This design comes from an exercise in tuning for small area and a short achievable clock period on the open sky130 flow, not from production work. RTL that was checked went through simulation tests only; none was proved equivalent to the original. No functional check of the RTL was part of runs 1, 2 and 8. Power figures rest on the tool's default switching activity, not on a simulated workload.

**config.mk**
```make
export PLATFORM = sky130hd
export DESIGN_NAME = tanh9slices
export DESIGN_NICKNAME = tanh9slices
export VERILOG_FILES = /design/flow/design.v
export SDC_FILE = /design/flow/constraint.sdc
export NUM_CORES = 4
export LEC_CHECK = 0
export CAP_MARGIN = 20
export CORE_MARGIN = 2
export CORE_UTILIZATION = 40
export SLEW_MARGIN = 20
```
**constraint.sdc**
```tcl
create_clock -name core_clock -period 8.0 [get_ports {clk}]
set_input_delay 1.6000 -clock core_clock [delete_from_list [all_inputs] [get_ports {clk}]]
set_output_delay 1.6000 -clock core_clock [all_outputs]
set_load 0.01 [all_outputs]
```
**design.v**
```verilog
`timescale 1ns / 1ps
module tanh9_lane (
    input  wire        clk,
    input  wire [15:0] x,
    output wire [15:0] y
);
    wire        s_in = x[15];
    wire [14:0] ua   = x[14:0] ^ {15{s_in}};
    wire sat_in = ua[14] | ua[13] | (ua[12] & ua[11]);
    wire lo683  = (ua[10:0] < 11'd683);
    wire hi1365 = (~ua[10:0] < 11'd683);
    reg        s1_s, s1_sat, s1_h;
    reg [10:0] s1_u;
    reg        gA, gB, gC, gD, gE;
    always @(posedge clk) begin
        s1_s   <= s_in;
        s1_sat <= sat_in;
        s1_u   <= ua[10:0];
        s1_h   <= ua[12];
        gA <= ~ua[12] & ~ua[11] &  lo683;     
        gB <= ~ua[12] & ~ua[11] & ~lo683;     
        gC <= ~ua[12] &  ua[11] & ~hi1365;    
        gD <= (~ua[12] & ua[11] & hi1365) | (ua[12] & ~ua[11] & lo683);   
        gE <=  ua[12] & ~ua[11] & ~lo683;     
    end
    wire        s = s1_s;
    wire [10:0] u = s1_u;
    wire gD1 = gD & ~s1_h;
    wire gD2 = gD & s1_h;
    wire gs1 = gB | gD | gE;
    wire p2 = gA | (gs1 & s) | (gC & u[0]);
    wire p3 = (gA & ~u[0]);
    wire gs4 = gA | gB;
    wire gs5 = gD | gE;
    wire p6 = (gs4 & s) | (gs5 & u[0]) | (gC & u[1]);
    wire p7 = (gA & ~u[1]);
    wire p8 = (gs4 & s) | (gs5 & u[1]) | (gC & u[2]);
    wire p9 = (gA & ~u[2]);
    wire p10 = gA | (~(gA) & u[0]);
    wire gs11 = gC | gD | gE;
    wire p12 = (gs11 & s) | (gA & ~u[0]);
    wire p13 = (gs5 & u[2]) | (gC & u[3]) | (gA & ~u[3]);
    wire p14 = (gA & s) | (~(gA) & u[1]);
    wire p15 = (gA & ~u[1]) | (gs5 & u[3]) | (gC & u[4]);
    wire p16 = (gD & s) | (gA & ~u[4]);
    wire p17 = (gD & u[0]);
    wire p18 = (gA & s) | (~(gA) & u[2]);
    wire p19 = (gA & ~u[2]) | (gs5 & u[4]) | (gC & u[5]);
    wire p20 = (gE & s) | (gD & u[1]) | (gA & ~u[5]);
    wire p21 = (gE & u[0]);
    wire p22 = gA | (~(gA) & u[3]);
    wire p23 = (gB & s) | (gA & ~u[0]) | (gs5 & u[5]) | (gC & u[6]);
    wire p24 = (gB & u[0]) | (gE & u[1]) | (gD & u[2]) | (gA & ~u[3]);
    wire p25 = (gA & ~u[6]);
    wire p26 = (gA & s) | (~(gA) & u[4]);
    wire p27 = (gB & u[1]) | (gA & ~u[1]) | (gs5 & u[6]) | (gC & u[7]);
    wire p28 = (gD & s) | (gE & u[2]) | (gA & ~u[4]);
    wire p29 = (gD & u[0]) | (gA & ~u[7]);
    wire p30 = (gD & u[3]);
    wire p31 = (gA & s) | (~(gA) & u[5]);
    wire p32 = (gB & s) | (gA & ~u[2]) | (gs5 & u[7]) | (gC & u[8]);
    wire p33 = (gB & u[0]) | (gD & u[1]) | (gE & u[3]) | (gA & ~u[5]);
    wire p34 = (gB & u[2]) | (gD & u[4]) | (gA & ~u[8]);
    wire p35 = (gA & s) | (~(gA) & u[6]);
    wire p36 = (gC & s) | (gB & u[1]) | (gA & ~u[3]) | (gs5 & u[8]);
    wire p37 = (gC & u[0]) | (gD & u[2]) | (gB & u[3]) | (gE & u[4]) | (gA & ~u[6]);
    wire p38 = (gD & u[5]) | (gC & u[9]) | (gA & ~u[9]);
    wire p39 = (gA & ~s) | (~(gA) & u[7]);
    wire p40 = (gB & s) | (gC & u[1]) | (gA & ~u[4]) | (gs5 & u[9]);
    wire p41 = (gB & u[0]) | (gC & u[10]) | (gD & u[3]) | (gE & u[5]) | (gA & ~u[7]);
    wire p42 = (gB & u[2]) | (gD & u[6]);
    wire p43 = (gB & u[4]);
    wire p44 = (gA & ~s) | (~(gA) & u[8]);
    wire p45 = (gA & u[0]) | (gB & u[1]) | (gs5 & u[10]) | (gC & u[2]);
    wire p46 = (gB & u[3]) | (gD & u[4]) | (gA & ~u[5]) | (gE & u[6]);
    wire p47 = (gB & u[5]) | (gD & u[7]) | (gA & ~u[8]);
    wire p48 = (gA & ~s) | (~(gA) & u[9]);
    wire p49 = (gA & u[1]) | (gB & u[2]) | (gC & u[3]) | (gD & u[5]) | (gE & u[7]);
    wire p50 = (gB & u[4]) | (gA & ~u[6]) | (gD & u[8]);
    wire p51 = gD2 | (gB & u[6]) | (gA & ~u[9]);
    wire p52 = (gA & s) | (~(gA) & u[10]);
    wire p53 = gs5 | (gA & u[2]) | (gB & u[3]) | (gC & u[4]);
    wire p54 = (gB & u[5]) | (gD & u[6]) | (gA & ~u[7]) | (gE & u[8]);
    wire p55 = (gB & u[7]) | (gD & u[9]);
    wire gs56 = gA | gC | gE | gD1;
    wire p57 = gs56 | (gD2 & u[10]) | (gB & u[4]);
    wire p58 = (gA & u[3]) | (gC & u[5]) | (gB & u[6]) | (gD & u[7]) | (gE & u[9]);
    wire p59 = (gD1 & u[10]) | (gB & u[8]) | (gA & ~u[8]);
    wire gs60 = gA | gB | gC;
    wire p61 = gs60 | (gE & u[10]) | (gD & u[8]);
    wire p62 = (gA & u[4]) | (gB & u[5]) | (gC & u[6]);
    wire p63 = (gB & u[7]) | (gA & ~u[9]);
    wire p64 = (gB & u[9]);
    wire p65 = (gB & u[10]) | (gA & u[5]) | (gC & u[7]) | (gD & u[9]);
    wire p66 = gD2 | (gB & u[6]);
    wire p67 = (gB & u[8]);
    wire gs68 = gA | gB | gE;
    wire p69 = gs68 | (gD & u[10]) | (gC & u[8]);
    wire p70 = (gA & u[6]) | (gB & u[7]);
    wire p71 = (gB & u[9]);
    wire gs72 = gA | gB | gE | gD2;
    wire p73 = gs72 | (gC & u[9]);
    wire p74 = (gB & u[10]) | (gA & u[7]);
    wire p75 = (gB & u[8]);
    wire gs76 = gA | gD | gE;
    wire p77 = gs76 | (gC & u[10]) | (gB & u[9]);
    wire p78 = (gA & u[8]);
    wire p79 = ~(gB) | (gB & u[10]);
    wire p80 = (gA & u[9]);
    wire p81 = ~(gB);
    wire p82 = (gA & u[10]);
    wire s83 = p26 ^ p27;
    wire c84 = p26 & p27;
    wire s85 = p31 ^ p32;
    wire c86 = p31 & p32;
    wire s87 = p35 ^ p36;
    wire c88 = p35 & p36;
    wire s89 = p39 ^ p40 ^ p41;
    wire c90 = (p39 & p40) | (p39 & p41) | (p40 & p41);
    wire s91 = p44 ^ p45;
    wire c92 = p44 & p45;
    wire s93 = p48 ^ p49;
    wire c94 = p48 & p49;
    wire s95 = p52 ^ p53;
    wire c96 = p52 & p53;
    wire s97 = p14 ^ p15;
    wire c98 = p14 & p15;
    wire s99 = p18 ^ p19 ^ p20;
    wire c100 = (p18 & p19) | (p18 & p20) | (p19 & p20);
    wire s101 = p22 ^ p23 ^ p24;
    wire c102 = (p22 & p23) | (p22 & p24) | (p23 & p24);
    wire s103 = p28 ^ p29 ^ p30;
    wire c104 = (p28 & p29) | (p28 & p30) | (p29 & p30);
    wire s105 = p33 ^ p34 ^ c84;
    wire c106 = (p33 & p34) | (p33 & c84) | (p34 & c84);
    wire s107 = p37 ^ p38 ^ c86;
    wire c108 = (p37 & p38) | (p37 & c86) | (p38 & c86);
    wire s109 = p42 ^ p43 ^ c88;
    wire c110 = (p42 & p43) | (p42 & c88) | (p43 & c88);
    wire s111 = p46 ^ p47 ^ c90;
    wire c112 = (p46 & p47) | (p46 & c90) | (p47 & c90);
    wire s113 = p50 ^ p51 ^ c92;
    wire c114 = (p50 & p51) | (p50 & c92) | (p51 & c92);
    wire s115 = p54 ^ p55 ^ c94;
    wire c116 = (p54 & p55) | (p54 & c94) | (p55 & c94);
    wire s117 = p57 ^ p58 ^ p59;
    wire c118 = (p57 & p58) | (p57 & p59) | (p58 & p59);
    wire s119 = p61 ^ p62 ^ p63;
    wire c120 = (p61 & p62) | (p61 & p63) | (p62 & p63);
    wire s121 = p65 ^ p66;
    wire c122 = p65 & p66;
    wire s123 = p69 ^ p70;
    wire c124 = p69 & p70;
    wire s125 = p73 ^ p74;
    wire c126 = p73 & p74;
    wire s127 = p10 ^ p12;
    wire c128 = p10 & p12;
    wire s129 = p16 ^ p17 ^ s97;
    wire c130 = (p16 & p17) | (p16 & s97) | (p17 & s97);
    wire s131 = p21 ^ c98 ^ s99;
    wire c132 = (p21 & c98) | (p21 & s99) | (c98 & s99);
    wire s133 = p25 ^ c100 ^ s101;
    wire c134 = (p25 & c100) | (p25 & s101) | (c100 & s101);
    wire s135 = s83 ^ c102 ^ s103;
    wire c136 = (s83 & c102) | (s83 & s103) | (c102 & s103);
    wire s137 = s85 ^ c104 ^ s105;
    wire c138 = (s85 & c104) | (s85 & s105) | (c104 & s105);
    wire s139 = s87 ^ c106 ^ s107;
    wire c140 = (s87 & c106) | (s87 & s107) | (c106 & s107);
    wire s141 = s89 ^ c108 ^ s109;
    wire c142 = (s89 & c108) | (s89 & s109) | (c108 & s109);
    wire s143 = s91 ^ c110 ^ s111;
    wire c144 = (s91 & c110) | (s91 & s111) | (c110 & s111);
    wire s145 = s93 ^ c112 ^ s113;
    wire c146 = (s93 & c112) | (s93 & s113) | (c112 & s113);
    wire s147 = s95 ^ c114 ^ s115;
    wire c148 = (s95 & c114) | (s95 & s115) | (c114 & s115);
    wire s149 = c96 ^ c116 ^ s117;
    wire c150 = (c96 & c116) | (c96 & s117) | (c116 & s117);
    wire s151 = p64 ^ c118 ^ s119;
    wire c152 = (p64 & c118) | (p64 & s119) | (c118 & s119);
    wire s153 = p67 ^ c120 ^ s121;
    wire c154 = (p67 & c120) | (p67 & s121) | (c120 & s121);
    wire s155 = p71 ^ c122 ^ s123;
    wire c156 = (p71 & c122) | (p71 & s123) | (c122 & s123);
    wire s157 = p75 ^ c124 ^ s125;
    wire c158 = (p75 & c124) | (p75 & s125) | (c124 & s125);
    wire s159 = p77 ^ p78 ^ c126;
    wire c160 = (p77 & p78) | (p77 & c126) | (p78 & c126);
    wire s161 = p79 ^ p80;
    wire c162 = p79 & p80;
    wire s163 = p81 ^ p82;
    wire [21:0] ra = {c162, c160, c158, c156, c154, c152, c150, c148, c146, c144, c142, c140, c138, c136, c134, c132, c130, c128, p13, p8, p6, p2};
    wire [21:0] rb = {s163, s161, s159, s157, s155, s153, s151, s149, s147, s145, s143, s141, s139, s137, s135, s133, s131, s129, s127, p9, p7, p3};
    wire [11:0] lo = {1'b0, ra[10:0]} + {1'b0, rb[10:0]};
    reg        s2_s, s2_sat, s2_c;
    reg [10:0] s2_a, s2_b;
    always @(posedge clk) begin
        s2_s <= s; s2_sat <= s1_sat; s2_c <= lo[11]; s2_a <= ra[21:11]; s2_b <= rb[21:11];
    end
    wire [10:0] r = s2_a + s2_b + {10'd0, s2_c};
    reg        s3_s;
    reg [10:0] s3_y;
    always @(posedge clk) begin
        s3_s <= s2_s;
        s3_y <= s2_sat ? (s2_s ? 11'h00A : 11'h7F6) : (r ^ {11{s2_s}});
    end
    assign y = {{5{s3_s}}, s3_y};
endmodule
module tanh9slices (
    input wire clk,
    input wire rst_n,
    input wire signed [15:0] x0_in,
    input wire signed [15:0] x1_in,
    input wire valid_in,
    output wire signed [15:0] y0_out,
    output wire signed [15:0] y1_out,
    output reg valid_out
);
    reg v1, v2;
    always @(posedge clk or negedge rst_n) begin
        if (!rst_n) begin
            v1 <= 1'b0; v2 <= 1'b0; valid_out <= 1'b0;
        end else begin
            v1 <= valid_in; v2 <= v1; valid_out <= v2;
        end
    end
    tanh9_lane lane0 (.clk(clk), .x(x0_in), .y(y0_out));
    tanh9_lane lane1 (.clk(clk), .x(x1_in), .y(y1_out));
endmodule
```
**flow/run.sh**
```bash
#!/bin/bash
set -euo pipefail
MARGIN=$(cat flow/margin.txt)
bash standard.sh SETUP_SLACK_MARGIN=$MARGIN finish > flow_make.log 2>&1
```
**flow/margin.txt**
```
5.6
```
**standard.sh**
```bash
#!/bin/bash
# synth_recipe.tcl (not shown) runs the flow's synth.tcl, then flattens the netlist and writes it again
# the make line also repeats each setting of config.mk as NAME=value (left out here)
make -C /OpenROAD-flow-scripts/flow DESIGN_CONFIG=/design/flow/config.mk WORK_HOME=/design/flow/orfs CLKGATE_MAP_FILE= SYNTH_SCRIPT=/design/flow/synth_recipe.tcl "${@:-finish}"
```
==> results of run 1 <==
==> flip-flops by register name, indices dropped and copies added, names as in the netlist, 11 cells and up <==
register,count
lane0.s3_y,11
lane0.s2_b,11
lane1.s2_b,11
lane0.s2_a,11
lane0.s1_u,11
lane1.s3_y,11
lane1.s1_u,11
lane1.s2_a,11
==> per-stage QoR <==
step	power [µW]	instances	hold WS, ns
global placement	1830	1200	0.335
detailed placement	1840	1200	0.341
floorplan	1560	926	0.310
global route	2830	1249	0.368
finish	2600	1249	0.352
CTS	2570	1244	0.353
==> how the worst max path moves through the flow <==
stage / endpoint / depth (start not counted)
after floorplan: lane0.s2_c / 10
after global placement: lane0.s2_c / 11
after detailed placement: lane0.s2_c / 11
after CTS: lane0.s2_c / 9
after global routing: lane0.s2_c / 11
final: lane0.s2_c / 11
==> cell usage in the layout (no fill, tap or decap), types with 6 or more instances in the layout <==
master	instances
xnor2_1	24
clkbuf_16	18
o21ai_0	27
xor2_1	35
nor3_1	22
inv_1	99
a22oi_1	15
nand2_1	114
buf_2	24
clkdlybuf4s50_1	6
nand2_2	6
a21oi_2	8
o21a_1	13
buf_6	15
buf_4	14
dlygate4sd2_1	9
a211oi_1	9
or3_1	8
nor2_1	52
o21ai_1	17
dlymetal6s2s_1	6
dfxtp_4	11
a21oi_1	32
nand4_1	12
fa_1	54
nand2b_1	11
nand3_1	24
a21o_1	10
dfxtp_1	83
dfxtp_2	18
ha_1	58
==> per-layer routing <==
layer | GRT usage, % | part of all wire [%] | vias to the layer above
met2 | 25.9 | 42 | 311
met3 | 4.59 | 8.6 | 23
met1 | 26.0 | 48 | 2961
met4 | 5.34 | 1.2 | 0
li1 | - | - | 3197
met5 | 0 | 0 | -
==> power by group through the flow <==
| stage | clock network, µW | registers (µW) | logic (µW) |
|---|---|---|---|
| global placement | 0 | 807 | 1020 |
| detailed placement | 0 | 807 | 1040 |
| floorplan | 0 | 769 | 791 |
| global route | 763 | 807 | 1260 |
| finish | 717 | 792 | 1090 |
| CTS | 733 | 788 | 1050 |
==> cell type report <==
cell class / instances / area [µm²] / share of cell area (%)
inverter: 101 / 387 / 4.00
multi-input combinational: 651 / 5260 / 54.3
clock buffer: 24 / 502 / 5.19
tap: 265 / 332 / 3.43
clock inverter: 8 / 75.1 / 0.776
timing repair buffer: 85 / 743 / 7.68
sequential: 115 / 2380 / 24.6
==> cell families (layout without fill, tap and decap cells) <==
group | after synthesis | count (layout) | share of synthesized area [%]
flip-flops | 115 | 115 | 29.0
buffers and inverters | 160 | 218 | 8.06
multiplexers | 3 | 3 | 0.376
AND/OR/NAND/NOR | 280 | 280 | 15.9
XOR/XNOR | 60 | 60 | 6.58
adder cells (fa/ha/maj) | 120 | 120 | 24.3
AO/OA/AOI/OAI | 188 | 188 | 15.8
==> repair_timing <==
item	in CTS	in global routing
pin swaps	18	17
setup buffers	12	4
gates resized for setup	242	65
hold buffers	0	0
setup endpoints to repair	94	61
endpoints found under the hold margin	0	0
gates cloned	0	1
==> impl_metrics.ini, run 1 <==
[status]
outcome = complete, no violations

[route]
drc = 0
first_pass_iters = 9
wl_per_cell_um = 14.8
drt-vias-per-instance = 5.20
num_vias = 6492
wirelength_um = 18500
drtIter0Drc = 660
detail-route-antenna-nets = 0

[clock_tree]
cts_root_buf = clkbuf_16
clk_latency_ns = 0.41
clkSinkCount = 115
clk_pin_slew_worst_paths_ns = 0.05
cts_tree = done
h-tree-depth = 4
cts.path.max_buffers = 2
cts_buffers = 17

[logic_synthesis]
yosys-top-cells-count = 120 x nand2_1, 112 x dfxtp_1, 100 x inv_1
yosysTopAreaCellShare_pct = 28.1
synthArstFlopShare_pct = 2.61
synth_ff_type = dfxtp_1
synthDistinctLibCells = 52
yosysSeqAreaShare_pct = 29.0
syn_area_per_cell_um2 = 8.62
syn_inst = 926
syn_area_um2 = 7980
ys_warn_count = 2
ys_ff_latch = 115
synth_edf_count = 0
synth_top_cell_by_area = dfxtp_1
yosysMostFrequentCell = nand2_1
synthesis.nets = 1081
ys_top_cells_by_area = dfxtp_1 28%, fa_1 15%, ha_1 9.7%, nand2_1 5.6%, inv_1 4.7%

[sta]
fin_crit_ns = 2.95
finalSetupTns_ns = 0
tightest_slew_ns = 0.635
fmax_ghz = 0.339
skew_ns = 0.00990
post-route-period-util_pct = 36.9
worst_slack_ns = 5.05
rsz0062_at_grt = yes
slew_viol_final = 0
slew_headroom_pct = 57.6
setup_viol = 0
hold_viol = 0

[min_path]
hold_path_class = flip-flop to flip-flop
min_delay_worst_endpoint = valid_out
whs_path_depth = 0
min_from = v2

[floorplan]
rows = 51
coreArea_um2 = 19500
io_pins = 68
fp.dieW_um = 145
die-area_um2 = 21100
start_util_pct = 40.9
fp.dieH_um = 145

[worst_setup_path]
slowest_stage = fa_1
cp-end-kind = flip-flop
startpoint = lane0.gD
crit_family = adder cells
reg2reg_to = lane0.s2_c
path_class = flip-flop to flip-flop
cp.required_ns = 8.29
r2r_setup_slack_ns = 5.05
path_max_fanout = 6
crit_chain = or2_4 -> nand2_1 -> nand4_1 -> ha_1 -> inv_1 -> fa_1 -> fa_1 -> inv_1 -> ha_1 -> and3_1 -> a221o_1
r2r_start = lane0.gD
r2r_cells = 11
slowest_delay_ns = 0.49
worstPathArrival_ns = 3.24
startpoint_type = flip-flop
path_buf_inv = 2

[placed_design]
place_ws_ns = 4.36
port-buffer-count = 67
dp_hpwl_um = 13400
globalplace.congestion = 0.905
place_area_um2 = 8740

[power]
p_sw_uw = 926
clkPwrFrac_pct = 27.6
power_frac_seq_pct = 30.5
power_frac_comb_pct = 41.9
ir_drop_mv = 0.145
power.internal_uw = 1670
switching_share_pct = 35.7
leakage_uw = 0.00456
powerDensity_nw_per_um2 = 268

[global_route]
grt_overflow = 0
grt_max_degree = 32
grt_util_all_layers_pct = 17.9
grt_pass1_vias = 6409
antenna_found_initial = 0
grt_first_pass_wirelength_um = 31200

[layout]
drive_above_1_share_pct = 18.0
nets = 1126
fillCellCount = 1874
design_area_um2 = 9680
post-route-util_pct = 49.6
n_antenna_cell = 0
area_delta_synth_final_pct = 21.2

[job]
maxCapViolCount = 0
==> run 2, diff against run 1 <==
==> run.sh (new file) <==
#!/bin/bash
# synth_recipe.tcl (not shown) runs the flow's synth.tcl, then flattens the netlist and writes it again
# the make line also repeats each setting of config.mk as NAME=value (left out here)
make -C /OpenROAD-flow-scripts/flow DESIGN_CONFIG=/design/flow/config.mk WORK_HOME=/design/flow/orfs CLKGATE_MAP_FILE= SYNTH_SCRIPT=/design/flow/synth_recipe.tcl finish
--- a/config.mk
+++ b/config.mk
@@ -8,4 +8,5 @@
 export CAP_MARGIN = 20
 export CORE_MARGIN = 2
 export CORE_UTILIZATION = 40
+export SETUP_SLACK_MARGIN = 5
 export SLEW_MARGIN = 20
removed: flow/run.sh
removed: flow/margin.txt
removed: standard.sh
==> impl_metrics.ini, run 2 <==
[status]
outcome = complete, no violations

[sta]
finalSetupTns_ns = 0
fin_crit_ns = 3.03
tightest_slew_ns = 0.921
skew_ns = 0.0118
post-route-period-util_pct = 37.9
slew_viol_final = 0
fmax_ghz = 0.330
setup_viol = 0
hold_viol = 0
rsz0062_at_grt = yes
slew_headroom_pct = 38.5

[floorplan]
start_util_pct = 40.9
io_pins = 68
die-area_um2 = 21100
coreArea_um2 = 19500
fp.dieH_um = 145
rows = 51
fp.dieW_um = 145

[min_path]
whs_path_depth = 0
hold_path_class = flip-flop to flip-flop

[placed_design]
globalplace.congestion = 0.959
port-buffer-count = 67
dp_hpwl_um = 13100

[layout]
layout_commonest_cell = nand2_1
multi_input_area_um2 = 5090
fillCellCount = 1910
area_delta_synth_final_pct = 20.9
final_cell_mix = 119 x nand2_1, 98 x inv_1, 93 x dfxtp_1
regArea_um2 = 2350
nets = 1135
n_antenna_cell = 0
post-route-util_pct = 49.4
drive_above_1_share_pct = 10.5

[clock_tree]
cts_buffers = 17
clk_pin_slew_worst_paths_ns = 0.06
cts_tree = done
cts.path.max_buffers = 2
clkSinkCount = 115
cts_hold_buf = 0
h-tree-depth = 4
clk_latency_ns = 0.42
cts_root_buf = clkbuf_16

[global_route]
grt_max_degree = 32
grt_pass1_vias = 6194
grt_first_pass_wirelength_um = 30200
grt_util_all_layers_pct = 17.3
grt_overflow = 0
antenna_found_initial = 0

[route]
detail-route-antenna-nets = 0
wirelength_um = 17500
num_vias = 6348
drt-vias-per-instance = 5.05
wl_per_cell_um = 13.9
drc = 0
first_pass_iters = 5
drtIter0Drc = 698

[logic_synthesis]
syn_area_um2 = 7980
synthArstFlopShare_pct = 2.61
yosys-top-cells-count = 120 x nand2_1, 112 x dfxtp_1, 100 x inv_1
ys_ff_latch = 115
ys_top_cells_by_area = dfxtp_1 28%, fa_1 15%, ha_1 9.7%, nand2_1 5.6%, inv_1 4.7%
synth_ff_type = dfxtp_1
syn_inst = 926
yosysMostFrequentCell = nand2_1
synth_edf_count = 0
syn_area_per_cell_um2 = 8.62
synthDistinctLibCells = 52
synth_top_cell_by_area = dfxtp_1
synthesis.nets = 1081
yosysTopAreaCellShare_pct = 28.1
yosysSeqAreaShare_pct = 29.0
ys_warn_count = 2

[power]
leakage_uw = 0.00451
powerDensity_nw_per_um2 = 266
power_uw = 2560
ir_drop_mv = 0.140

[worst_setup_path]
cp-end-kind = flip-flop
r2r_cells = 13
cp.required_ns = 8.31
worstPathArrival_ns = 3.34
startpoint_type = flip-flop
path_class = flip-flop to flip-flop
path_max_fanout = 6

[job]
maxCapViolCount = 0
[run 2: repair_timing]
item / CTS / global route
buffers inserted: 9 / 15
cloned: 1 / 0
pin swaps: 4 / 6
gates resized for setup: 30 / 27
hold endpoints to repair: 0 / 0
setup endpoints to repair: 2 / 18
[run 2: path summary, 6_finish.rpt]
check	from	to	slack (ns)
max	lane0.gA	lane0.s2_c	4.97
min	v1	v2	0.35
max reg2reg	lane0.gA	lane0.s2_c	4.97
min reg2reg	v1	v2	0.35
max in group asynchronous	rst_n	v1	6.49
min in group asynchronous	rst_n	valid_out	1.37
[run 2: logic make-up (layout without fill, tap and decap cells)]
logic type / Yosys count / count (layout) / synth area share, %
xor+xnor: 60 / 60 / 6.58
mux: 3 / 3 / 0.376
buf+inv: 160 / 227 / 8.06
flops: 115 / 115 / 29.0
simple gates: 280 / 280 / 15.9
compound gates: 188 / 188 / 15.8
fa+ha+maj: 120 / 120 / 24.3
[run 2: power breakdown]
group | switching [µW] | total, µW | internal [µW]
clock | 268 | 709 | 441
combinational | 554 | 1060 | 510
sequential | 88.3 | 790 | 702
[run 2: worst max-delay path, stage by stage, from the launching register on]
cell,delay (ns)
dfxtp_4,0.36
buf_12,0.11
clkinvlp_4,0.16
nor2_4,0.17
a21oi_1,0.07
nand4_1,0.13
ha_1,0.15
inv_1,0.05
fa_1,0.47
inv_1,0.05
fa_1,0.44
ha_1,0.29
a21o_1,0.16
a221o_1,0.33
[run 2: per-stage QoR]
stage	hold WS, ns	cell area (µm²)	std cells	setup slack, ns
after floorplan	0.310	7990	926	5.01
after global placement	0.334	8740	1201	4.65
after detailed placement	0.336	8740	1201	4.58
after CTS	0.359	9470	1243	4.98
after global routing	0.367	9650	1258	4.84
final	0.355	9650	1258	4.97
[run 2: layer usage]
layer,up-vias,GRT usage [%],wire length [µm]
met1,2796,26.0,8890
met4,0,6.42,380
met3,38,3.71,1380
li1,3222,-,-
met2,292,24.1,6880
met5,-,0,0
[run 2: area by class of cell]
| class | count | share of cell area, % |
|---|---|---|
| clock buffer | 19 | 4.69 |
| clock inverter | 13 | 1.13 |
| inverter | 101 | 3.99 |
| multi-input combinational | 651 | 52.8 |
| sequential | 115 | 24.4 |
| tap | 265 | 3.43 |
| timing repair buffer | 94 | 9.62 |
==> run 3, diff against run 2 <==
--- a/design.v
+++ b/design.v
@@ -192,13 +192,14 @@
     wire s163 = p81 ^ p82;
     wire [21:0] ra = {c162, c160, c158, c156, c154, c152, c150, c148, c146, c144, c142, c140, c138, c136, c134, c132, c130, c128, p13, p8, p6, p2};
     wire [21:0] rb = {s163, s161, s159, s157, s155, s153, s151, s149, s147, s145, s143, s141, s139, s137, s135, s133, s131, s129, s127, p9, p7, p3};
-    wire [11:0] lo = {1'b0, ra[10:0]} + {1'b0, rb[10:0]};
+    wire [4:0] lo = {1'b0, ra[3:0]} + {1'b0, rb[3:0]};
     reg        s2_s, s2_sat, s2_c;
-    reg [10:0] s2_a, s2_b;
+    reg [21:4] s2_a, s2_b;
     always @(posedge clk) begin
-        s2_s <= s; s2_sat <= s1_sat; s2_c <= lo[11]; s2_a <= ra[21:11]; s2_b <= rb[21:11];
-    end
-    wire [10:0] r = s2_a + s2_b + {10'd0, s2_c};
+        s2_s <= s; s2_sat <= s1_sat; s2_c <= lo[4]; s2_a <= ra[21:4]; s2_b <= rb[21:4];
+    end
+    wire [21:4] sum = s2_a + s2_b + {17'd0, s2_c};
+    wire [10:0] r = sum[21:11];
     reg        s3_s;
     reg [10:0] s3_y;
     always @(posedge clk) begin
==> flow/run.sh (new file) <==
#!/bin/bash
set -euo pipefail
mapfile -t KNOBS < <(grep -v '^\s*$' flow/knobs.txt)
bash standard.sh "${KNOBS[@]}" finish > flow_make.log 2>&1
==> flow/knobs.txt (new file) <==
SETUP_SLACK_MARGIN=5.6
CTS_BUF_LIST=sky130_fd_sc_hd__clkbuf_8
BUFFER_PORTS_ARGS=-buffer_cell sky130_fd_sc_hd__buf_2
==> standard.sh (new file) <==
#!/bin/bash
# synth_recipe.tcl (not shown) runs the flow's synth.tcl, then flattens the netlist and writes it again
# the make line also repeats each setting of config.mk as NAME=value (left out here)
make -C /OpenROAD-flow-scripts/flow DESIGN_CONFIG=/design/flow/config.mk WORK_HOME=/design/flow/orfs CLKGATE_MAP_FILE= SYNTH_SCRIPT=/design/flow/synth_recipe.tcl "${@:-finish}"
--- a/config.mk
+++ b/config.mk
@@ -8,5 +8,4 @@
 export CAP_MARGIN = 20
 export CORE_MARGIN = 2
 export CORE_UTILIZATION = 40
-export SETUP_SLACK_MARGIN = 5
 export SLEW_MARGIN = 20
removed: run.sh
==> impl_metrics.ini, run 3 <==
[logic_synthesis]
synth_edf_count = 0
syn_area_per_cell_um2 = 8.77
synth_top_cell_by_area = dfxtp_1
ys_warn_count = 2
ys_top_cells_by_area = dfxtp_1 31%, fa_1 12%, ha_1 8.9%, nand2_1 5.9%, xor2_1 4.3%
ys_ff_latch = 143
yosys-top-cells-count = 140 x dfxtp_1, 140 x nand2_1, 74 x inv_1
syn_inst = 1023
synthArstFlopShare_pct = 2.10
yosys.area_share.xor_xnor_pct = 6.64
synth_compound_area_share_pct = 15.9
syn_area_um2 = 8970
synth_fa_ha_area_share_pct = 21.0
yosys.area_share.simple_pct = 17.0
synthesis.nets = 1176
yosysTopAreaCellShare_pct = 31.2
synthDistinctLibCells = 74
yosysSeqAreaShare_pct = 32.1
synth_top_family_by_area = adder cells
synth_ff_type = dfxtp_1
synthMuxAreaShare_pct = 0.669

[sta]
tightest_slew_ns = 0.831
setup_viol = 0
slew_viol_final = 0
rsz0062_at_grt = yes
skew_ns = 0.0158
finalSetupTns_ns = 0
fin_crit_ns = 2.52
slew_headroom_pct = 44.5
hold_viol = 0
post-route-period-util_pct = 31.5
fmax_ghz = 0.397

[global_route]
gr-usage-met2_pct = 25.5
grt_first_pass_wirelength_um = 32800
grt_max_degree = 33
grt_overflow = 0
grt_util_all_layers_pct = 16.8
busiest_layer = met2
grt_use_met1_pct = 24.3
use_met3_pct = 3.21
antenna_found_initial = 0
grt_pass1_vias = 6678

[layout]
area_delta_synth_final_pct = 10.3
layout_commonest_cell = nand2_1
n_antenna_cell = 0
post-route-util_pct = 45.2
final_cell_mix = 139 x nand2_1, 117 x dfxtp_1, 73 x inv_1
drive_above_1_share_pct = 14.4
design_area_um2 = 9890
nets = 1195
final_cells = 1335
fillCellCount = 2190

[route]
wl_per_cell_um = 14.6
drc = 0
drt-vias-per-instance = 5.21
wirelength_um = 19500
first_pass_iters = 8
num_vias = 6953
detail-route-antenna-nets = 0
drtIter0Drc = 579

[status]
outcome = complete, no violations

[worst_setup_path]
worstPathArrival_ns = 0.92
crit_family = flip-flops
path_class = flip-flop to primary output
r2r_setup_slack_ns = 5.67
path_depth = 1
crit_end = y0_out[15]
slowest_stage = dfxtp_4
path_buf_inv = 1
r2r_cells = 6
crit_chain = buf_6
path_max_fanout = 5
startpoint_type = flip-flop
r2r_start = lane1.gE
startpoint = lane0.s3_s
reg2reg_to = lane1.s2_b[9]
slowest_delay_ns = 0.39
cp-end-kind = primary output
cp.required_ns = 6.40

[placed_design]
port-buffer-count = 67
dp_hpwl_um = 14900
place_area_um2 = 9330
globalplace.congestion = 0.936
placed_cells = 1295

[power]
power_frac_comb_pct = 44.3
power.internal_uw = 1670
power_frac_seq_pct = 36.4
ir_drop_mv = 0.109
powerDensity_nw_per_um2 = 276
leakage_uw = 0.00456
switching_share_pct = 39.1
p_sw_uw = 1070
clkPwrFrac_pct = 19.3

[floorplan]
io_pins = 68
rows = 54
fp.dieW_um = 154
coreArea_um2 = 21900
fp.dieH_um = 154
die-area_um2 = 23600
start_util_pct = 41.0

[clock_tree]
clk_pin_slew_worst_paths_ns = 0.09
cts.path.max_buffers = 2
cts_hold_buf = 0
clk_latency_ns = 0.44
clkSinkCount = 143
cts_root_buf = clkbuf_8
h-tree-depth = 4
cts_buffers = 17
cts_tree = done

[min_path]
hold_path_class = flip-flop to flip-flop

[job]
maxCapViolCount = 0
run 3: changes by cell type after synthesis, sizes merged, moves of 6 or more:
cell	change
dfxtp	+28
inv	-25
a21oi	+22
nand2	+20
clkbuf	+19
o21ai	+14
nand3	+9
xor2	+8
a211oi	-7
a22oi	-6
run 3: power groups by stage:
stage | logic, µW | registers (µW) | clock network, µW
2_1_floorplan | 955 | 970 | 0
3_3_place_gp | 1180 | 1010 | 0
3_5_place_dp | 1190 | 1010 | 0
4_1_cts | 1200 | 993 | 552
5_1_grt | 1380 | 1010 | 583
6_report | 1210 | 995 | 528
run 3: area by class of cell:
class | instances | area, µm² | area share (%)
multi-input combinational | 730 | 5500 | 55.6
timing repair buffer | 75 | 462 | 4.67
inverter | 75 | 293 | 2.96
sequential | 143 | 2930 | 29.6
tap | 280 | 350 | 3.54
clock buffer | 18 | 248 | 2.50
clock inverter | 14 | 114 | 1.15
run 3: metrics by stage:
step / hold slack, ns / power (µW) / setup WS (ns)
floorplan: 0.310 / 1920 / 5.52
global placement: 0.312 / 2190 / 5.07
detailed placement: 0.313 / 2200 / 5.07
CTS: 0.335 / 2750 / 5.44
global route: 0.356 / 2980 / 5.42
finish: 0.334 / 2730 / 5.48
run 3: logic make-up after synthesis:
group | count (synthesis)
buf+inv | 150
mux | 6
simple gates | 324
xor+xnor | 68
fa+ha+maj | 118
compound gates | 214
flops | 143
run 3: how the worst min path moves through the flow:
stage	startpoint	to	slack, ns	cells past startpoint
finish	lane1.s1_sat	lane1.s2_sat	0.33	0
detailed placement	lane1.s1_sat	lane1.s2_sat	0.31	0
global placement	lane1.s1_sat	lane1.s2_sat	0.31	0
global route	lane1.s1_sat	lane1.s2_sat	0.36	0
CTS	lane1.s1_sat	lane1.s2_sat	0.34	0
floorplan	lane0.s1_sat	lane0.s2_sat	0.31	0
run 3: layer usage:
metal | vias up | wire length [µm]
met5 | - | 0
li1 | 3512 | -
met1 | 3167 | 9420
met4 | 0 | 308
met2 | 245 | 8610
met3 | 29 | 1140
run 3: timing repair:
item,4_1_cts,5_1_grt
hold endpoints to repair,0,0
pin swaps,1,1
buffers inserted,4,4
gates resized for setup,18,32
setup endpoints to repair,83,60
==> run 4, diff against run 3 <==
==> flow/knobs.txt (replaced) <==
SETUP_SLACK_MARGIN=5.6
CTS_BUF_LIST=sky130_fd_sc_hd__clkbuf_8
CTS_CLUSTER_SIZE=20
BUFFER_PORTS_ARGS=-buffer_cell sky130_fd_sc_hd__buf_2
==> impl_metrics.ini, run 4 <==
[placed_design]
globalplace.congestion = 0.936
place_area_um2 = 9330
placed_cells = 1295
dp_hpwl_um = 14900
port-buffer-count = 67

[power]
leakage_uw = 0.00456
ir_drop_mv = 0.109
switching_share_pct = 39.1
power_frac_seq_pct = 36.4
p_sw_uw = 1070
power.internal_uw = 1670
powerDensity_nw_per_um2 = 276
power_uw = 2730
power_frac_comb_pct = 44.3
clkPwrFrac_pct = 19.3

[logic_synthesis]
ys_warn_count = 2
syn_area_um2 = 8970
synth_edf_count = 0
synthDistinctLibCells = 74
ys_ff_latch = 143
yosysSeqAreaShare_pct = 32.1
yosys-top-cells-count = 140 x dfxtp_1, 140 x nand2_1, 74 x inv_1
synthesis.nets = 1176
ys_top_cells_by_area = dfxtp_1 31%, fa_1 12%, ha_1 8.9%, nand2_1 5.9%, xor2_1 4.3%
syn_inst = 1023
synth_top_cell_by_area = dfxtp_1
syn_area_per_cell_um2 = 8.77
synthArstFlopShare_pct = 2.10
yosysTopAreaCellShare_pct = 31.2
synth_ff_type = dfxtp_1

[worst_setup_path]
worstPathArrival_ns = 0.92
cp-end-kind = primary output
crit_chain = buf_6
slowest_stage = dfxtp_4
path_class = flip-flop to primary output
startpoint = lane0.s3_s
cp.required_ns = 6.40
startpoint_type = flip-flop
path_buf_inv = 1
path_max_fanout = 5
r2r_start = lane1.gE
crit_family = flip-flops
slowest_delay_ns = 0.39

[sta]
setup_viol = 0
fin_crit_ns = 2.52
hold_viol = 0
fmax_ghz = 0.397
post-route-period-util_pct = 31.5
rsz0062_at_grt = yes
skew_ns = 0.0158
tightest_slew_ns = 0.831
slew_viol_final = 0
slew_headroom_pct = 44.5
finalSetupTns_ns = 0

[route]
num_vias = 6953
drtIter0Drc = 579
drc = 0
wirelength_um = 19500
drt-vias-per-instance = 5.21
wl_per_cell_um = 14.6
detail-route-antenna-nets = 0
first_pass_iters = 8

[layout]
area_delta_synth_final_pct = 10.3
drive_above_1_share_pct = 14.4
nets = 1195
design_area_um2 = 9890
n_antenna_cell = 0
final_cell_mix = 139 x nand2_1, 117 x dfxtp_1, 73 x inv_1
layout_commonest_cell = nand2_1
final_cells = 1335
post-route-util_pct = 45.2

[min_path]
hold_path_class = flip-flop to flip-flop
min_from = lane1.s1_sat

[clock_tree]
clk_pin_slew_worst_paths_ns = 0.09
cts_tree = done
cts_hold_buf = 0
clk_latency_ns = 0.44
cts_root_buf = clkbuf_8
clkSinkCount = 143
cts.path.max_buffers = 2
cts_buffers = 17
h-tree-depth = 4

[floorplan]
start_util_pct = 41.0
coreArea_um2 = 21900
fp.dieW_um = 154
die-area_um2 = 23600
io_pins = 68
fp.dieH_um = 154
rows = 54

[global_route]
grt_pass1_vias = 6678
grt_overflow = 0
grt_first_pass_wirelength_um = 32800
antenna_found_initial = 0
grt_util_all_layers_pct = 16.8
grt_max_degree = 33

[job]
maxCapViolCount = 0

[status]
outcome = complete, no violations
-- run 4: cell counts in the layout (fill, tap and decap cells not counted) --
Identical to the previous run, type by type.
-- run 4: area by class of cell --
class / count / area (µm²)
fill: 2190 / 12000
inverter: 75 / 293
clock buffer: 18 / 248
clock inverter: 14 / 114
sequential: 143 / 2930
tap: 280 / 350
multi-input combinational: 730 / 5500
timing repair buffer: 75 / 462
-- run 4: timing repair --
action	CTS	global route
endpoints found under the setup margin	83	60
setup buffers	4	4
resized for setup	18	32
pin swaps	1	1
-- run 4: metrics by stage --
step / setup WS [ns] / hold slack [ns]
3_3_place_gp: 5.07 / 0.312
3_5_place_dp: 5.07 / 0.313
6_report: 5.48 / 0.334
4_1_cts: 5.44 / 0.335
5_1_grt: 5.42 / 0.356
2_1_floorplan: 5.52 / 0.310
-- run 4: cells by family after synthesis --
| family | Yosys count | synth area share, % |
|---|---|---|
| AOI/OAI and AO/OA | 214 | 15.9 |
| xor gates and xnor gates | 68 | 6.64 |
| DFF | 143 | 32.1 |
| buffers and inverters | 150 | 6.79 |
| and+or+nand+nor | 324 | 17.0 |
| adders and majority gates | 118 | 21.0 |
| muxes | 6 | 0.669 |
-- run 4: final timing paths --
check	to	slack, ns	cells after the start
worst max-delay path	y0_out[15]	5.48	1
worst min-delay path	lane1.s2_sat	0.33	0
worst max register to register	lane1.s2_b[9]	5.67	6
worst min register to register	lane1.s2_sat	0.33	0
max in group asynchronous	v1	6.95	1
min in group asynchronous	valid_out	0.95	1
-- run 4: power by group through the flow --
| stage | Combinational (µW) | Clock, µW | Sequential (µW) |
|---|---|---|---|
| after floorplan | 955 | 0 | 970 |
| after global placement | 1180 | 0 | 1010 |
| after detailed placement | 1190 | 0 | 1010 |
| after CTS | 1200 | 552 | 993 |
| after global routing | 1380 | 583 | 1010 |
| final | 1210 | 528 | 995 |
-- run 4: per-layer routing --
| layer | GRT usage (%) | wire, µm | part of all wire (%) | vias to the layer above |
|---|---|---|---|---|
| met1 | 24.3 | 9420 | 48 | 3167 |
| met4 | 5.11 | 308 | 1.6 | 0 |
| met3 | 3.21 | 1140 | 5.8 | 29 |
| li1 | - | - | - | 3512 |
| met2 | 25.5 | 8610 | 44 | 245 |
| met5 | 0 | 0 | 0 | - |
==> run 5, diff against run 4 <==
==> flow/knobs.txt (replaced) <==
SETUP_SLACK_MARGIN=5.6
CTS_BUF_LIST=sky130_fd_sc_hd__clkbuf_8
BUFFER_PORTS_ARGS=-buffer_cell sky130_fd_sc_hd__buf_2
CORE_UTILIZATION=65
PLACE_DENSITY=0.75
==> impl_metrics.ini, run 5 <==
[status]
outcome = complete, no violations

[route]
wirelength_um = 19800
wl_per_cell_um = 16.0
num_vias = 7269
drc = 0
detail-route-antenna-nets = 0
drt-vias-per-instance = 5.89
first_pass_iters = 9
drtIter0Drc = 1104

[sta]
finalSetupTns_ns = 0
slew_headroom_pct = 55.7
slew_viol_final = 0
rsz0062_at_grt = yes
tightest_slew_ns = 0.663
skew_ns = 0.0230
post-route-period-util_pct = 31.9
hold_viol = 0
fmax_ghz = 0.392
setup_viol = 0
fin_crit_ns = 2.55

[layout]
final_cell_mix = 140 x nand2_1, 114 x dfxtp_1, 77 x inv_1
layout_commonest_cell = nand2_1
n_antenna_cell = 0
fillCellCount = 1055
drive_above_1_share_pct = 14.4
design_area_um2 = 9830
area_delta_synth_final_pct = 9.61
nets = 1198

[worst_setup_path]
slowest_delay_ns = 0.39
r2r_cells = 6
worstPathArrival_ns = 0.95
crit_family = flip-flops
slowest_stage = dfxtp_4
path_class = flip-flop to primary output
cp.required_ns = 6.40
path_depth = 1
startpoint_type = flip-flop
path_max_fanout = 5
path_buf_inv = 1
crit_chain = buf_6
cp-end-kind = primary output

[logic_synthesis]
synthesis.nets = 1176
synth_top_cell_by_area = dfxtp_1
syn_area_um2 = 8970
syn_inst = 1023
ys_warn_count = 2
synthDistinctLibCells = 74
synth_ff_type = dfxtp_1
yosysSeqAreaShare_pct = 32.1
syn_area_per_cell_um2 = 8.77
ys_top_cells_by_area = dfxtp_1 31%, fa_1 12%, ha_1 8.9%, nand2_1 5.9%, xor2_1 4.3%
yosys-top-cells-count = 140 x dfxtp_1, 140 x nand2_1, 74 x inv_1
ys_ff_latch = 143
synthArstFlopShare_pct = 2.10
synth_edf_count = 0
yosysTopAreaCellShare_pct = 31.2

[floorplan]
io_pins = 68
die-area_um2 = 14800
start_util_pct = 67.2
fp.dieH_um = 121
rows = 42
coreArea_um2 = 13300
fp.dieW_um = 121

[placed_design]
port-buffer-count = 67
globalplace.congestion = 1.00
dp_hpwl_um = 14500
place_area_um2 = 9200

[power]
leakage_uw = 0.00459
ir_drop_mv = 0.112
powerDensity_nw_per_um2 = 281

[clock_tree]
h-tree-depth = 4
clk_latency_ns = 0.47
clk_pin_slew_worst_paths_ns = 0.08
cts_tree = done
cts_root_buf = clkbuf_8
cts_buffers = 17
cts.path.max_buffers = 2
clkSinkCount = 143

[global_route]
grt_pass1_vias = 6625
grt_max_degree = 33
grt_overflow = 0
grt_util_all_layers_pct = 27.4
antenna_found_initial = 0
grt_first_pass_wirelength_um = 32000

[min_path]
whs_path_depth = 0
hold_path_class = flip-flop to flip-flop

[job]
maxCapViolCount = 0
## run 5: changes by cell type in the layout (fill, tap and decap cells not counted), moves of 2 or more
cell,delta
buf_2,-8
buf_6,+8
clkinv_2,-6
clkinv_4,+6
inv_1,+4
dfxtp_1,-3
buf_4,+2
dfxtp_4,+2
o21ai_1,+2
## run 5: logic make-up after synthesis
group / Yosys count / synth area share [%]
AOI/OAI and AO/OA: 214 / 15.9
xor gates and xnor gates: 68 / 6.64
adders and majority gates: 118 / 21.0
buffers and inverters: 150 / 6.79
DFF: 143 / 32.1
muxes: 6 / 0.669
and+or+nand+nor: 324 / 17.0
## run 5: cell type report
class	count	area, µm²	area share, %
Clock buffer	17	234	2.38
Clock inverter	15	126	1.29
Inverter	75	290	2.95
Multi-Input combinational cell	730	5500	55.9
Sequential cell	143	2940	29.9
Tap cell	176	220	2.24
Timing Repair Buffer	77	527	5.36
Timing Repair inverter	1	5.00	0.0509
## run 5: metal layers
metal,track usage [%],vias to the layer above,share of wire [%],wire [µm]
met1,41.3,3285,47,9290
met3,5.59,67,8.3,1650
met5,0,-,0,0
li1,-,3527,-,-
met2,39.9,390,43,8450
met4,7.54,0,2.0,398
## run 5: path summary, 6_finish.rpt
check | slack (ns) | from | to
worst min-delay path | 0.36 | v1 | v2
worst max register to register | 5.68 | lane1.gB | lane1.s2_b[14]
worst max-delay path | 5.45 | lane0.s3_s | y0_out[14]
min in group asynchronous | 0.93 | rst_n | v1
worst min register to register | 0.36 | v1 | v2
max in group asynchronous | 6.97 | rst_n | valid_out
## run 5: report_power, final
group | switching (µW) | total, µW | internal (µW)
Combinational | 708 | 1240 | 534
Clock | 281 | 524 | 243
Sequential | 108 | 1000 | 893
## run 5: timing repair
action | in CTS | in global routing
pin swaps | 1 | 0
setup endpoints to repair | 83 | 50
gates resized for setup | 16 | 45
buffers inserted | 2 | 8
hold buffers | 0 | 0
cloned | 0 | 1
## run 5: through the flow
| stage | hold WS [ns] | util [%] | setup slack [ns] | instances | total power [µW] |
|---|---|---|---|---|---|
| finish | 0.359 | 73.7 | 5.45 | 1234 | 2770 |
| CTS | 0.362 | 72.0 | 5.43 | 1225 | 2740 |
| global placement | 0.336 | 68.9 | 5.08 | 1191 | 2180 |
| global route | 0.377 | 73.7 | 5.39 | 1234 | 2980 |
| floorplan | 0.310 | - | 5.52 | 1023 | 1920 |
| detailed placement | 0.338 | 68.9 | 5.00 | 1191 | 2210 |
==> run 6, diff against run 5 <==
==> flow/knobs.txt (replaced) <==
SETUP_SLACK_MARGIN=5.6
CTS_BUF_LIST=sky130_fd_sc_hd__clkbuf_16
CTS_CLUSTER_SIZE=30
CTS_CLUSTER_DIAMETER=100
BUFFER_PORTS_ARGS=-buffer_cell sky130_fd_sc_hd__buf_2
==> impl_metrics.ini, run 6 <==
[status]
outcome = complete, no violations

[worst_setup_path]
r2r_cells = 7
path_buf_inv = 1
cp-end-kind = primary output
slowest_delay_ns = 0.36
startpoint_type = flip-flop
reg2reg_to = lane0.s2_b[11]
crit_chain = buf_2
cp.required_ns = 6.40
crit_end = y0_out[15]
path_class = flip-flop to primary output
path_max_fanout = 5
r2r_start = lane0.gD
worstPathArrival_ns = 0.90
r2r_setup_slack_ns = 5.66
slowest_stage = dfxtp_4
path_depth = 1
crit_family = flip-flops
startpoint = lane0.s3_s

[logic_synthesis]
synthMuxAreaShare_pct = 0.669
synth_fa_ha_area_share_pct = 21.0
ys_top_cells_by_area = dfxtp_1 31%, fa_1 12%, ha_1 8.9%, nand2_1 5.9%, xor2_1 4.3%
ys_warn_count = 2
synth_top_cell_by_area = dfxtp_1
yosysSeqAreaShare_pct = 32.1
synthesis.nets = 1176
yosys-top-cells-count = 140 x dfxtp_1, 140 x nand2_1, 74 x inv_1
yosys.area_share.xor_xnor_pct = 6.64
synthDistinctLibCells = 74
synthArstFlopShare_pct = 2.10
syn_inst = 1023
yosys.area_share.simple_pct = 17.0
synth_compound_area_share_pct = 15.9
syn_area_per_cell_um2 = 8.77
synth_ff_type = dfxtp_1
syn_area_um2 = 8970
synth_edf_count = 0
yosysTopAreaCellShare_pct = 31.2
ys_ff_latch = 143
synth_top_family_by_area = adder cells

[sta]
skew_ns = 0.00829
rsz0062_at_grt = yes
slew_headroom_pct = 41.8
post-route-period-util_pct = 31.2
fmax_ghz = 0.400
worst_slack_ns = 5.50
tightest_slew_ns = 0.872
setup_viol = 0
fin_crit_ns = 2.50
slew_viol_final = 0
hold_viol = 0
finalSetupTns_ns = 0

[layout]
nets = 1195
layout_commonest_cell = nand2_1
fillCellCount = 2168
multi_input_area_um2 = 5500
regArea_um2 = 2930
final_cell_mix = 140 x nand2_1, 118 x dfxtp_1, 74 x inv_1
n_antenna_cell = 0
drive_above_1_share_pct = 14.0
area_delta_synth_final_pct = 12.0

[power]
clkPwrFrac_pct = 24.5
p_sw_uw = 1100
ir_drop_mv = 0.136
power.internal_uw = 1830
powerDensity_nw_per_um2 = 291
power_frac_seq_pct = 34.1
leakage_uw = 0.00464
power_frac_comb_pct = 41.5
switching_share_pct = 37.6

[floorplan]
rows = 54
coreArea_um2 = 21900
fp.dieW_um = 154
die-area_um2 = 23600
start_util_pct = 41.0
fp.dieH_um = 154
io_pins = 68

[clock_tree]
cts_root_buf = clkbuf_16
clk_latency_ns = 0.41
clkSinkCount = 143
cts_buffers = 17
cts_tree = done
cts_hold_buf = 0
cts.path.max_buffers = 2
h-tree-depth = 4
clk_pin_slew_worst_paths_ns = 0.06

[global_route]
grt_pass1_vias = 6725
grt_max_degree = 33
grt_overflow = 0
grt_util_all_layers_pct = 17.0
grt_first_pass_wirelength_um = 33200
antenna_found_initial = 0

[job]
maxCapViolCount = 0

[route]
wirelength_um = 19700
first_pass_iters = 6
detail-route-antenna-nets = 0
num_vias = 6996
drtIter0Drc = 581
drc = 0
wl_per_cell_um = 14.8
drt-vias-per-instance = 5.24

[placed_design]
port-buffer-count = 67
globalplace.congestion = 0.936
place_ws_ns = 5.07
dp_hpwl_um = 14900

[min_path]
hold_path_class = flip-flop to flip-flop
==> run 6: worst min path at each step <==
stage | from | to | slack (ns) | cells after the start
2_1_floorplan | lane0.s1_sat | lane0.s2_sat | 0.31 | 0
3_3_place_gp | lane1.s1_sat | lane1.s2_sat | 0.31 | 0
3_5_place_dp | lane1.s1_sat | lane1.s2_sat | 0.31 | 0
4_1_cts | lane1.s1_sat | lane1.s2_sat | 0.33 | 0
5_1_grt | lane1.s1_sat | lane1.s2_sat | 0.35 | 0
6_report | lane1.s1_sat | lane1.s2_sat | 0.33 | 0
==> run 6: logic make-up after synthesis <==
| kind of cell | Yosys count |
|---|---|
| XOR/XNOR | 68 |
| AND/OR/NAND/NOR | 324 |
| buffers and inverters | 150 |
| flip-flops | 143 |
| adder cells (fa/ha/maj) | 118 |
| AO/OA/AOI/OAI | 214 |
| multiplexers | 6 |
==> run 6: per-stage QoR <==
stage / instances / cell area [µm²] / power, µW / hold WS, ns / util (%)
finish: 1335 / 10000 / 2930 / 0.327 / 45.9
global route: 1335 / 10000 / 3170 / 0.351 / 45.9
CTS: 1331 / 9940 / 2930 / 0.329 / 45.4
detailed placement: 1295 / 9330 / 2200 / 0.313 / 42.6
global placement: 1295 / 9330 / 2190 / 0.312 / 42.6
floorplan: 1023 / 9000 / 1920 / 0.310 / -
==> run 6: repair_timing <==
action,in CTS,in global routing
gates resized for setup,17,27
setup endpoints to repair,81,62
pin swaps,1,2
setup buffers,4,4
==> run 6: power by group through the flow <==
stage	clock (µW)	sequential, µW	combinational [µW]
floorplan	0	970	955
detailed placement	0	1010	1190
CTS	738	994	1200
global route	771	1010	1380
finish	716	997	1210
global placement	0	1010	1180
==> run 6: cell type report <==
class / count / share of cell area, %
multi-input combinational: 730 / 54.7
sequential: 143 / 29.1
timing repair buffer: 75 / 4.41
clock inverter: 14 / 0.872
clock buffer: 18 / 4.48
tap: 280 / 3.49
inverter: 75 / 2.88
==> run 6: per-layer routing <==
| layer | up-vias | wire, µm | track usage, % |
|---|---|---|---|
| met5 | - | 0 | 0 |
| met4 | 0 | 251 | 5.16 |
| met3 | 24 | 1230 | 2.96 |
| met2 | 275 | 8680 | 26.1 |
| met1 | 3186 | 9570 | 24.4 |
| li1 | 3511 | - | - |
==> run 7, diff against run 6 <==
==> flow/run.sh (replaced) <==
#!/bin/bash
set -euo pipefail
MARGIN=$(cat flow/margin.txt)
bash standard.sh SETUP_SLACK_MARGIN=$MARGIN finish > flow_make.log 2>&1
==> flow/margin.txt (new file) <==
5.6
removed: flow/knobs.txt
==> impl_metrics.ini, run 7 <==
[route]
detail-route-antenna-nets = 0
drc = 0
drt-vias-per-instance = 5.23
wirelength_um = 19500
num_vias = 6970
wl_per_cell_um = 14.6
first_pass_iters = 6
drtIter0Drc = 399

[sta]
fmax_ghz = 0.398
rsz0062_at_grt = yes
slew_headroom_pct = 47.8
setup_viol = 0
post-route-period-util_pct = 31.4
skew_ns = 0.0116
hold_slack_ns = 0.333
slew_viol_final = 0
hold_viol = 0
fin_crit_ns = 2.51
finalSetupTns_ns = 0
worst_slack_ns = 5.49
tightest_slew_ns = 0.782

[floorplan]
die-area_um2 = 23600
io_pins = 68
fp.dieH_um = 154
rows = 54
coreArea_um2 = 21900
fp.dieW_um = 154
start_util_pct = 41.0

[min_path]
min_from = lane1.s1_sat
whs_path_depth = 0
hold_path_class = flip-flop to flip-flop
min_delay_worst_endpoint = lane1.s2_sat

[logic_synthesis]
synth_top_cell_by_area = dfxtp_1
synthDistinctLibCells = 74
synthArstFlopShare_pct = 2.10
yosysTopAreaCellShare_pct = 31.2
ys_warn_count = 2
ys_ff_latch = 143
syn_area_um2 = 8970
synth_edf_count = 0
synth_ff_type = dfxtp_1
syn_inst = 1023
ys_top_cells_by_area = dfxtp_1 31%, fa_1 12%, ha_1 8.9%, nand2_1 5.9%, xor2_1 4.3%
syn_area_per_cell_um2 = 8.77
synthesis.nets = 1176
yosys-top-cells-count = 140 x dfxtp_1, 140 x nand2_1, 74 x inv_1
yosysSeqAreaShare_pct = 32.1

[global_route]
antenna_found_initial = 0
grt_overflow = 0
grt_util_all_layers_pct = 16.4
grt_max_degree = 33
grt_pass1_vias = 6628
grt_first_pass_wirelength_um = 32100

[placed_design]
dp_hpwl_um = 14900
placed_cells = 1296
globalplace.congestion = 0.913
place_ws_ns = 4.75
port-buffer-count = 67

[worst_setup_path]
r2r_cells = 8
path_buf_inv = 1
slowest_delay_ns = 0.39
r2r_setup_slack_ns = 5.53
path_class = flip-flop to primary output
r2r_start = lane1.gD
slowest_stage = dfxtp_4
reg2reg_to = lane1.s2_b[11]
worstPathArrival_ns = 0.91
crit_family = flip-flops
crit_chain = buf_6
cp.required_ns = 6.40
path_max_fanout = 5
startpoint_type = flip-flop
cp-end-kind = primary output

[power]
leakage_uw = 0.00476
power_uw = 2970
ir_drop_mv = 0.138
powerDensity_nw_per_um2 = 287

[layout]
area_delta_synth_final_pct = 15.5
n_antenna_cell = 0
final_cells = 1333
nets = 1193
final_cell_mix = 140 x nand2_1, 118 x dfxtp_1, 73 x inv_1
layout_commonest_cell = nand2_1
drive_above_1_share_pct = 12.7

[clock_tree]
cts_tree = done
cts_root_buf = clkbuf_16
clkSinkCount = 143
clk_pin_slew_worst_paths_ns = 0.07
cts_buffers = 17
clk_latency_ns = 0.42
cts.path.max_buffers = 2
h-tree-depth = 4

[job]
maxCapViolCount = 0

[status]
outcome = complete, no violations
## run 7: cell counts after synthesis
Identical to the previous run, type by type.
## run 7: metrics by stage
step | utilization (%) | instance area, µm²
after global routing | 47.3 | 10400
after CTS | 46.7 | 10200
final | 47.3 | 10400
after floorplan | - | 9000
after global placement | 44.2 | 9670
after detailed placement | 44.2 | 9670
## run 7: report_power, final
group	switching [µW]	internal, µW	leakage, µW
Combinational	695	536	0.00327
Clock	334	413	0.000274
Sequential	104	893	0.00121
Total	1130	1840	0.00476
## run 7: worst max-delay path by stage
stage	start	endpoint	slack, ns	cells past startpoint
2_1_floorplan	x0_in[0]	lane0.gA	5.52	6
3_3_place_gp	x0_in[15]	lane0.gA	4.77	3
3_5_place_dp	x0_in[15]	lane0.s1_sat	4.75	3
4_1_cts	lane1.s3_s	y1_out[14]	5.44	1
5_1_grt	lane1.s3_s	y1_out[13]	5.44	1
6_report	lane1.s3_s	y1_out[14]	5.49	1
## run 7: repair_timing
item,in CTS,in global routing
setup buffers,4,0
pin swaps,4,11
gates resized for setup,185,59
hold buffers,0,0
cloned,0,1
hold endpoints to repair,0,0
endpoints found under the setup margin,109,64
## run 7: layer usage
layer | GRT usage [%] | vias to the layer above | share of wire, %
met5 | 0 | - | 0
met4 | 5.68 | 0 | 1.7
met3 | 3.18 | 26 | 5.2
met2 | 26.1 | 195 | 46
met1 | 22.4 | 3228 | 48
li1 | - | 3521 | -
## run 7: cells by family after synthesis
group / synth area share [%]
xor+xnor: 6.64
buf+inv: 6.79
flops: 32.1
mux: 0.669
fa+ha+maj: 21.0
simple gates: 17.0
compound gates: 15.9
## run 7: area by class of cell
type	instances	area, µm²
Clock inverter	15	139
Fill cell	2170	11500
Tap cell	280	350
Timing Repair Buffer	73	669
Multi-Input combinational cell	730	5560
Clock buffer	17	425
Sequential cell	143	2930
Inverter	75	288
==> run 8, diff against run 7 <==
--- a/design.v
+++ b/design.v
@@ -7,8 +7,10 @@
     wire        s_in = x[15];
     wire [14:0] ua   = x[14:0] ^ {15{s_in}};
     wire sat_in = ua[14] | ua[13] | (ua[12] & ua[11]);
-    wire lo683  = (ua[10:0] < 11'd683);
-    wire hi1365 = (~ua[10:0] < 11'd683);
+    wire c1 = (~x[9] & ~x[10]) | (~x[7] & ~x[10] & x[9] & ~x[8]) | (~x[5] & ~x[10] & x[9] & ~x[8] & x[7] & ~x[6]) | (~x[3] & ~x[10] & x[9] & ~x[8] & x[7] & ~x[6] & x[5] & ~x[4]) | (~x[1] & ~x[10] & x[9] & ~x[8] & x[7] & ~x[6] & x[5] & ~x[4] & x[3] & ~x[2]) | (~x[0] & ~x[10] & x[9] & ~x[8] & x[7] & ~x[6] & x[5] & ~x[4] & x[3] & ~x[2] & x[1]);
+    wire c2 = ~((~x[10]) | (~x[8] & x[10] & ~x[9]) | (~x[6] & x[10] & ~x[9] & x[8] & ~x[7]) | (~x[4] & x[10] & ~x[9] & x[8] & ~x[7] & x[6] & ~x[5]) | (~x[2] & x[10] & ~x[9] & x[8] & ~x[7] & x[6] & ~x[5] & x[4] & ~x[3]) | (~x[0] & x[10] & ~x[9] & x[8] & ~x[7] & x[6] & ~x[5] & x[4] & ~x[3] & x[2] & ~x[1]));
+    wire lo683  = s_in ? c2 : c1;
+    wire hi1365 = s_in ? c1 : c2;
     reg        s1_s, s1_sat, s1_h;
     reg [10:0] s1_u;
     reg        gA, gB, gC, gD, gE;
==> impl_metrics.ini, run 8 <==
[status]
outcome = complete, no violations

[layout]
design_area_um2 = 10300
nets = 1168
area_delta_synth_final_pct = 17.0
multi_input_area_um2 = 5500
fillCellCount = 2066
layout_commonest_cell = dfxtp_1
regArea_um2 = 2900
n_antenna_cell = 0
drive_above_1_share_pct = 13.0
final_cell_mix = 128 x dfxtp_1, 119 x nand2_1, 82 x inv_1

[logic_synthesis]
yosysMostFrequentCell = dfxtp_1
syn_area_per_cell_um2 = 8.90
yosysTopAreaCellShare_pct = 31.7
synth_ff_type = dfxtp_1
syn_area_um2 = 8850
yosysSeqAreaShare_pct = 32.5
synth_edf_count = 0
synthArstFlopShare_pct = 2.10
ys_warn_count = 2
yosys-top-cells-count = 140 x dfxtp_1, 119 x nand2_1, 83 x inv_1
synthesis.nets = 1147
syn_inst = 994
synthDistinctLibCells = 57
ys_top_cells_by_area = dfxtp_1 32%, fa_1 12%, ha_1 9.0%, nand2_1 5.0%, inv_1 3.5%
ys_ff_latch = 143
synth_top_cell_by_area = dfxtp_1

[clock_tree]
clkSinkCount = 143
cts_tree = done
cts_hold_buf = 0
cts.path.max_buffers = 2
cts_buffers = 17
clk_latency_ns = 0.42
h-tree-depth = 4
clk_pin_slew_worst_paths_ns = 0.06
cts_root_buf = clkbuf_16

[sta]
setup_viol = 0
rsz0062_at_grt = yes
fmax_ghz = 0.371
slew_viol_final = 0
post-route-period-util_pct = 33.7
tightest_slew_ns = 0.726
fin_crit_ns = 2.69
skew_ns = 0.0162
slew_headroom_pct = 51.6
finalSetupTns_ns = 0
hold_viol = 0

[floorplan]
fp.dieH_um = 153
coreArea_um2 = 21800
fp.dieW_um = 153
start_util_pct = 40.7
io_pins = 68
rows = 54
die-area_um2 = 23300

[global_route]
grt_pass1_vias = 6395
grt_util_all_layers_pct = 16.4
grt_max_degree = 41
grt_first_pass_wirelength_um = 31700
antenna_found_initial = 0
grt_overflow = 0

[worst_setup_path]
r2r_setup_slack_ns = 5.50
r2r_cells = 7
reg2reg_to = lane1.s2_b[11]
path_max_fanout = 3
worstPathArrival_ns = 3.01
r2r_start = lane1.gC
cp.required_ns = 8.32
path_class = input pin to flip-flop
startpoint_type = input pin
cp-end-kind = flip-flop

[min_path]
min_delay_worst_endpoint = v2
whs_path_depth = 0
hold_path_class = flip-flop to flip-flop
min_from = v1

[route]
num_vias = 6740
first_pass_iters = 10
drc = 0
drt-vias-per-instance = 5.15
drtIter0Drc = 599
detail-route-antenna-nets = 0
wirelength_um = 19100
wl_per_cell_um = 14.6

[power]
powerDensity_nw_per_um2 = 273
ir_drop_mv = 0.119
power_uw = 2830
leakage_uw = 0.00482

[placed_design]
dp_hpwl_um = 14000
place_area_um2 = 9570
port-buffer-count = 67
globalplace.congestion = 0.883

[job]
maxCapViolCount = 0
## run 8: cell families after synthesis
kind of cell	share of synthesized area (%)
xor gates and xnor gates	5.64
AOI/OAI and AO/OA	16.0
buffers and inverters	7.22
and+or+nand+nor	16.5
muxes	0.792
DFF	32.5
adders and majority gates	21.3
## run 8: worst max-delay path: stages
cell and delay, ns:
buf_6 0.09, buf_4 0.12, buf_6 0.11, a21o_1 0.15, a21o_1 0.18, a21oi_2 0.14
o21ai_2 0.08, a211oi_2 0.24, a31oi_2 0.08, and3_1 0.23
## run 8: layer usage
layer / track usage (%) / part of all wire (%) / vias up
met5: 0 / 0 / -
met4: 4.89 / 1.5 / 0
met3: 3.30 / 5.5 / 22
met2: 22.7 / 41 / 224
met1: 25.3 / 52 / 3078
li1: - / - / 3416
## run 8: final cells by class
class | count | share of cell area [%]
well taps | 280 | 3.38
clock inverters | 14 | 1.38
repair buffers | 77 | 6.88
inverters | 83 | 3.01
clock buffers | 18 | 4.15
flip-flops and latches | 143 | 28.0
multi-input cells | 693 | 53.2
## run 8: timing repair
| item | 4_1_cts | 5_1_grt |
|---|---|---|
| pin swaps | 21 | 24 |
| setup endpoints to repair | 103 | 64 |
| buffers inserted | 7 | 1 |
| resized for setup | 207 | 51 |
## run 8: metrics by stage
step | std cells | util [%] | setup slack, ns | hold slack, ns
global placement | 1268 | 44.0 | 4.34 | 0.335
finish | 1308 | 47.6 | 5.31 | 0.362
CTS | 1307 | 46.6 | 5.20 | 0.368
global route | 1308 | 47.6 | 5.23 | 0.373
floorplan | 994 | - | 5.05 | 0.310
detailed placement | 1268 | 44.0 | 4.30 | 0.348
## run 8: worst max-delay path by stage
stage	endpoint	from	slack, ns
2_1_floorplan	lane1.gC	x1_in[1]	5.05
3_3_place_gp	lane0.gB	x0_in[10]	4.34
3_5_place_dp	lane0.gB	x0_in[10]	4.30
4_1_cts	lane0.gC	x0_in[1]	5.20
5_1_grt	lane0.gC	x0_in[1]	5.23
6_report	lane1.gE	x1_in[0]	5.31
## run 8: power by group
| group | leakage, µW | internal, µW | switching, µW | total, µW |
|---|---|---|---|---|
| Clock | 0.000276 | 458 | 308 | 765 |
| Combinational | 0.00334 | 478 | 583 | 1060 |
| Sequential | 0.00121 | 895 | 110 | 1010 |
| Total | 0.00482 | 1830 | 1000 | 2830 |

[separate check: timing with driven ports]
Ports are ideal in the flow. The routed layouts listed here were re-timed in OpenROAD. Step 1 assumes that a clkbuf_16 drives the clock port and a buf_2 every other input. Step 2, shift: input delay + t, output delay - t, t = (earliest + latest rising clock arrival at the registers) / 2. This alone moves slack from input paths to output paths. Three values: ideal, step 1, step 2; two values: the first two.
run	shift t [ns]	setup WS [ns]	hold slack, ns	worst slew at a driven data input, ns
run 1	0.444	5.050 / 5.050 / 5.050	0.352 / 0.352 / 0.352	0.05
run 2	0.452	4.971 / 4.971 / 4.763	0.355 / 0.355 / 0.355	0.04
run 3	0.472	5.478 / 5.438 / 5.272	0.334 / 0.334 / 0.334	0.04
run 4	0.472	5.478 / 5.438 / 5.272	0.334 / 0.334 / 0.334	0.04
run 5	0.493	5.451 / 5.413 / 5.216	0.359 / 0.359 / 0.359	0.03
run 6	0.452	5.501 / 5.460 / 5.285	0.327 / 0.327 / 0.327	0.04
run 7	0.458	5.488 / 5.446 / 5.211	0.333 / 0.333 / 0.333	0.04
run 8	0.457	5.306 / 5.306 / 4.849	0.362 / 0.362 / 0.362	0.05
After both steps setup and hold are still met in every run listed. For run 8, which loses most, drivers alone change the setup slack by 0.000 ns; drivers and shift together by -0.457 ns.
